Background: an optimization exercise with open tools, aiming at small area, a short achievable clock period and few clock cycles. Do not read the settings as production practice. Function was checked by simulation only, so behaviour that the tests miss may differ from the original.

== quartz ==
Design alu, start of the top module:
module alu #(
    parameter INST_W = 4,
    parameter INT_W  = 6,
    parameter FRAC_W = 10,
    parameter DATA_W = INT_W + FRAC_W
)(
    input                      i_clk,
    input                      i_rst_n,
    input                      i_in_valid,
    output                     o_busy,
    input         [INST_W-1:0] i_inst,
    input  signed [DATA_W-1:0] i_data_a,
    input  signed [DATA_W-1:0] i_data_b,
    output                     o_out_valid,
    output        [DATA_W-1:0] o_data
);
export LEC_CHECK = 0
export ABC_AREA = 1
export CAP_MARGIN = 20
export CORE_MARGIN = 2
export CORE_UTILIZATION = 40
export SLEW_MARGIN = 20
create_clock -name core_clock -period 27.0 [get_ports {i_clk}]
standard.sh (not shown) runs the stock make flow with config.mk's settings and CLKGATE_MAP_FILE= SYNTH_SCRIPT=/design/flow/synth_recipe.tcl, a recipe that flattens the netlist after the stock synthesis.
==> flow/flow/run.sh <==
#!/bin/bash
# The standard layout, with faster port buffers and timing repair aimed
# at a shorter period than the design's (the SDC itself is unchanged).
set -euo pipefail
bash standard.sh \
  BUFFER_PORTS_ARGS="-buffer_cell sky130_fd_sc_hd__buf_4" \
  SETUP_SLACK_MARGIN=20.5 \
  finish > standard.log 2>&1
Testbench counts of quartz, summed over its fixed seeds: cycles 3,420.
Setup changes, quartz to maple
--- a/flow/design.v
+++ b/flow/design.v
@@ -16,25 +16,22 @@
 );
 reg        v0;
 reg [3:0]  op0;
 reg [15:0] a0, b0;
 reg        busy_r;       
 reg        busy_i;       
 always @(posedge i_clk) begin
     op0 <= i_inst;
     b0  <= i_data_b;
     if (!busy_i) a0 <= i_data_a;
 end
-reg [10:0] u0;
-always @(posedge i_clk)
-    u0 <= i_data_a[11] ? (~i_data_a[10:0] + 11'd1) : i_data_a[10:0];
 reg        s1_res;       
 reg        s1_mac;       
 reg        s1_sin;       
 reg        s1_neg;       
 reg  [2:0] row_cnt;      
 reg  [3:0] t_cnt;        
 reg        out_valid_r;
 wire s0_res  = v0 && (op0 != 4'b1001);
 wire s0_row  = v0 && (op0 == 4'b1001);
 wire s0_last = s0_row && (row_cnt == 3'd7);
 wire rows7   = s0_row ? (row_cnt == 3'd6) : (row_cnt == 3'd7);
@@ -553,23 +550,23 @@
 reg  [35:0] acc_n;
 always @(*) begin
     if (!psign && !acc[35] && mac[35])      acc_n = {1'b0, {35{1'b1}}};
     else if (psign && acc[35] && !mac[35])  acc_n = {1'b1, {35{1'b0}}};
     else                                    acc_n = mac;
 end
 always @(posedge i_clk or negedge i_rst_n) begin
     if (!i_rst_n) acc <= 36'd0;
     else if (mac0) acc <= acc_n;
 end
 wire [11:0] sin_x = a0[11:0];
-wire [10:0] sin_u = u0;
+wire [10:0] sin_u = sin_x[11] ? (~sin_x[10:0] + 11'd1) : sin_x[10:0];
 wire [12:0] sin_rom;
 localparam [2047:0] SIN_T0 = 2048'h71c70e3c78f0e1e1e1f0f83e0f81f01f80ff00ff800fff800007fffffffffff80000fff800ff807f80f7871e38f1c71ce38c739c6739cc663319998cccccc9999b3266cd9366d936c926dbffe003ff007f807f80fc07e07e07c1f83e1f078471e38e71c71ce39c639ce718ce7398ce63399ccc66633333199999999b33332666ccd993266c99326c9b26c9b64db649b6d924924924924925b6d24b6d25b4b696d2d2d2d2d2d2d296b4a5ad294a5294a56b5a95ad4ad4ad5a952a54a952ad5aa55aad56ab55aa955aab556aa9556aaa5556aaa95554aaaad55556aaaaab55555552aaaaaaaaa55555555555555552aaaaaaaaaaaaaaaaaaaaaaaaaaaaaaaaaaaa;
 assign sin_rom[0] = SIN_T0[sin_u];
 localparam [2047:0] SIN_T1 = 2048'hfc0fe03f80fe01fe00ff801ff800fff8000ffff8000007fffffffffffffffffffff000000ffff8000f7f81fc0fe07e0fc0f83e0783e0f87c3e1e1f0f0f0f1e1e3c3870e1c78e1c70e38e3fffffc00007fff8000fff8007ff801ffc01ff8007e03f07e07e0fc1f83e0f81f0f83e0f07c3e1f0f8783c3c3e1e1e1e1e3c3c3c7870f1e1c3870e1c38f1c38f1c78e3871c71e38e38e38e38e39c71c738e39c738e71ce31ce31ce31ce738c631ce739ce7398c6319ce7318ce6319cc67319cce63399cce673399cce66333998cce6673339998ccce66673333199998cccccc666666633333333339999999999999999ccccccccccccccccccccccccccccccccccccc;
 assign sin_rom[1] = SIN_T1[sin_u];
 localparam [2047:0] SIN_T2 = 2048'h3ffe0007ffe0001ffff800007fffff800000007fffffffffffffffffffffffffffffffff3fffffff08001fff0007ff000ffc007fc00ff803fe01ff00ff01fe03fc07f01f80fe07f03f03ffffffffff80000000ffffff800001ffffe000078003ff8007ff001ffc00ffe00ffdff007fc01ff007fc03fc01fe01fe03fc03f807f01fe03f80fe03f01fc0fe07f03f81f81fc0fc0fc0fc0fc1f81f83f03e07c0f81f03e0fc1f03e0f83f07c1f07c1f07c1f07c1e0f83e0f07c1e0f87c1e0f07c3e1f0f87c3e1f0f87c3c1e0f0f8783c3e1e0f0f078783c3c1e1e1f0f0f0f87878783c3c3c3c3c1e1e1e1e1e1e1e1e0f0f0f0f0f0f0f0f0f0f0f0f0f0f0f0f0f0f0;
 assign sin_rom[2] = SIN_T2[sin_u];
 localparam [2047:0] SIN_T3 = 2048'h1ffffffe000000007ffffffffff8000000000000000000000000000000000000000003fffffffffffe0000007fffff000007ffff00003fffe0000fffe0003fff8001fff0007ffc003ffffffffffffffffff000000000001fffffffffffffc000007ffffe00000fffff00000007fffe00007fffc0001fffe0003fffc0007ffe0003fff0003ffe000fff8003ffe001fff000fff000ffe001ffc003ff800ffe003ff001ffc00ffc007fe007fe007fe007fe00ffc00ff801ff007fe00ff803fe00ff803fe00ff803fe00ff007fc03fe00ff007f803fc01fe01ff00ff007f807fc03fc03fc01fe01fe01fe01fe00ff00ff00ff00ff00ff00ff00ff00ff00ff00;
 assign sin_rom[3] = SIN_T3[sin_u];
 localparam [2047:0] SIN_T4 = 2048'h1fffffffffffffffffff8000000000000000000000000000000000000000003ffffffff00000000007ffffffffff8000000003ffffffff00000003ffffffe0000007fffffdfffffffffffffffffffffffffffffe00000000000000000007ffffffffff0000000000007ffffffff800000001fffffffc00000007ffffffc0000003ffffff0000003fffffe000000ffffff000001fffffc00000fffffc00001fffff000007ffff800007ffff80000fffff00001ffff80000ffffc0000ffffc0000ffffc0000ffff80003ffff00007fffc0001fffe0000ffff80007fffc0003fffe0001fffe0001ffff0000ffff0000ffff0000ffff0000ffff0000;
 assign sin_rom[4] = SIN_T4[sin_u];
Fmax: maple vs quartz — no meaningful difference. NOTE: clock insertion delay at the later pin of the skew report in maple falls short of that of quartz. maple packs its core more loosely than quartz. On number of nets produced by synthesis: between quartz and maple, it ends up lower for maple. | floorplan core area | maple vs quartz | about 1.9% lower |. Number of sequential storage elements (higher): quartz. Time the worst path needs with I/O delays and setup of maple is on par with quartz. Both conditions hold for maple: the flow ran to the end and the final layout passed the timing, DRC and antenna checks. maple vs. quartz: global-route usage went up by 0.86 points. Looking only at relative max-transition margin, and setting everything else aside, the lower value of quartz and maple goes to maple. Sequential share of layout area in maple is 0.28 points below quartz. In maple, total via count in the routed design is lower than in quartz. Floorplan check, maple vs quartz: die outline smaller in maple.
Testbench counts of maple, summed over its fixed seeds: cycles 3,420.

## port drivers added, routing unchanged
The flow's constraints put no driver on any port. The routed layouts listed below were extracted and timed again, unchanged, in two steps. Step 1 sets driving cells, clkbuf_16 on the clock port and buf_2 on the other inputs (assumed; they add their load-dependent delay and slew). Step 2, shift: input delay + t, output delay - t, t = (earliest + latest rising clock arrival at the registers) / 2. This alone moves slack from input paths to output paths. Slacks: ideal / step 1 / step 2; pairs: ideal / step 1.
run	shift t [ns]	slack for setup (ns)	hold WS [ns]	slew at the worst register clock pin (ns)	worst data-port slew with drivers (ns)
quartz	0.662	20.488 / 20.423 / 20.305	0.442 / 0.442 / 0.442	0.07 / 0.07	0.05
maple	0.623	20.486 / 20.431 / 20.345	0.446 / 0.446 / 0.446	0.08 / 0.08	0.05
After both steps setup and hold are still met in every run listed. The setup slack of quartz, which loses most, moves by -0.065 ns with the drivers and by -0.183 ns with both steps.
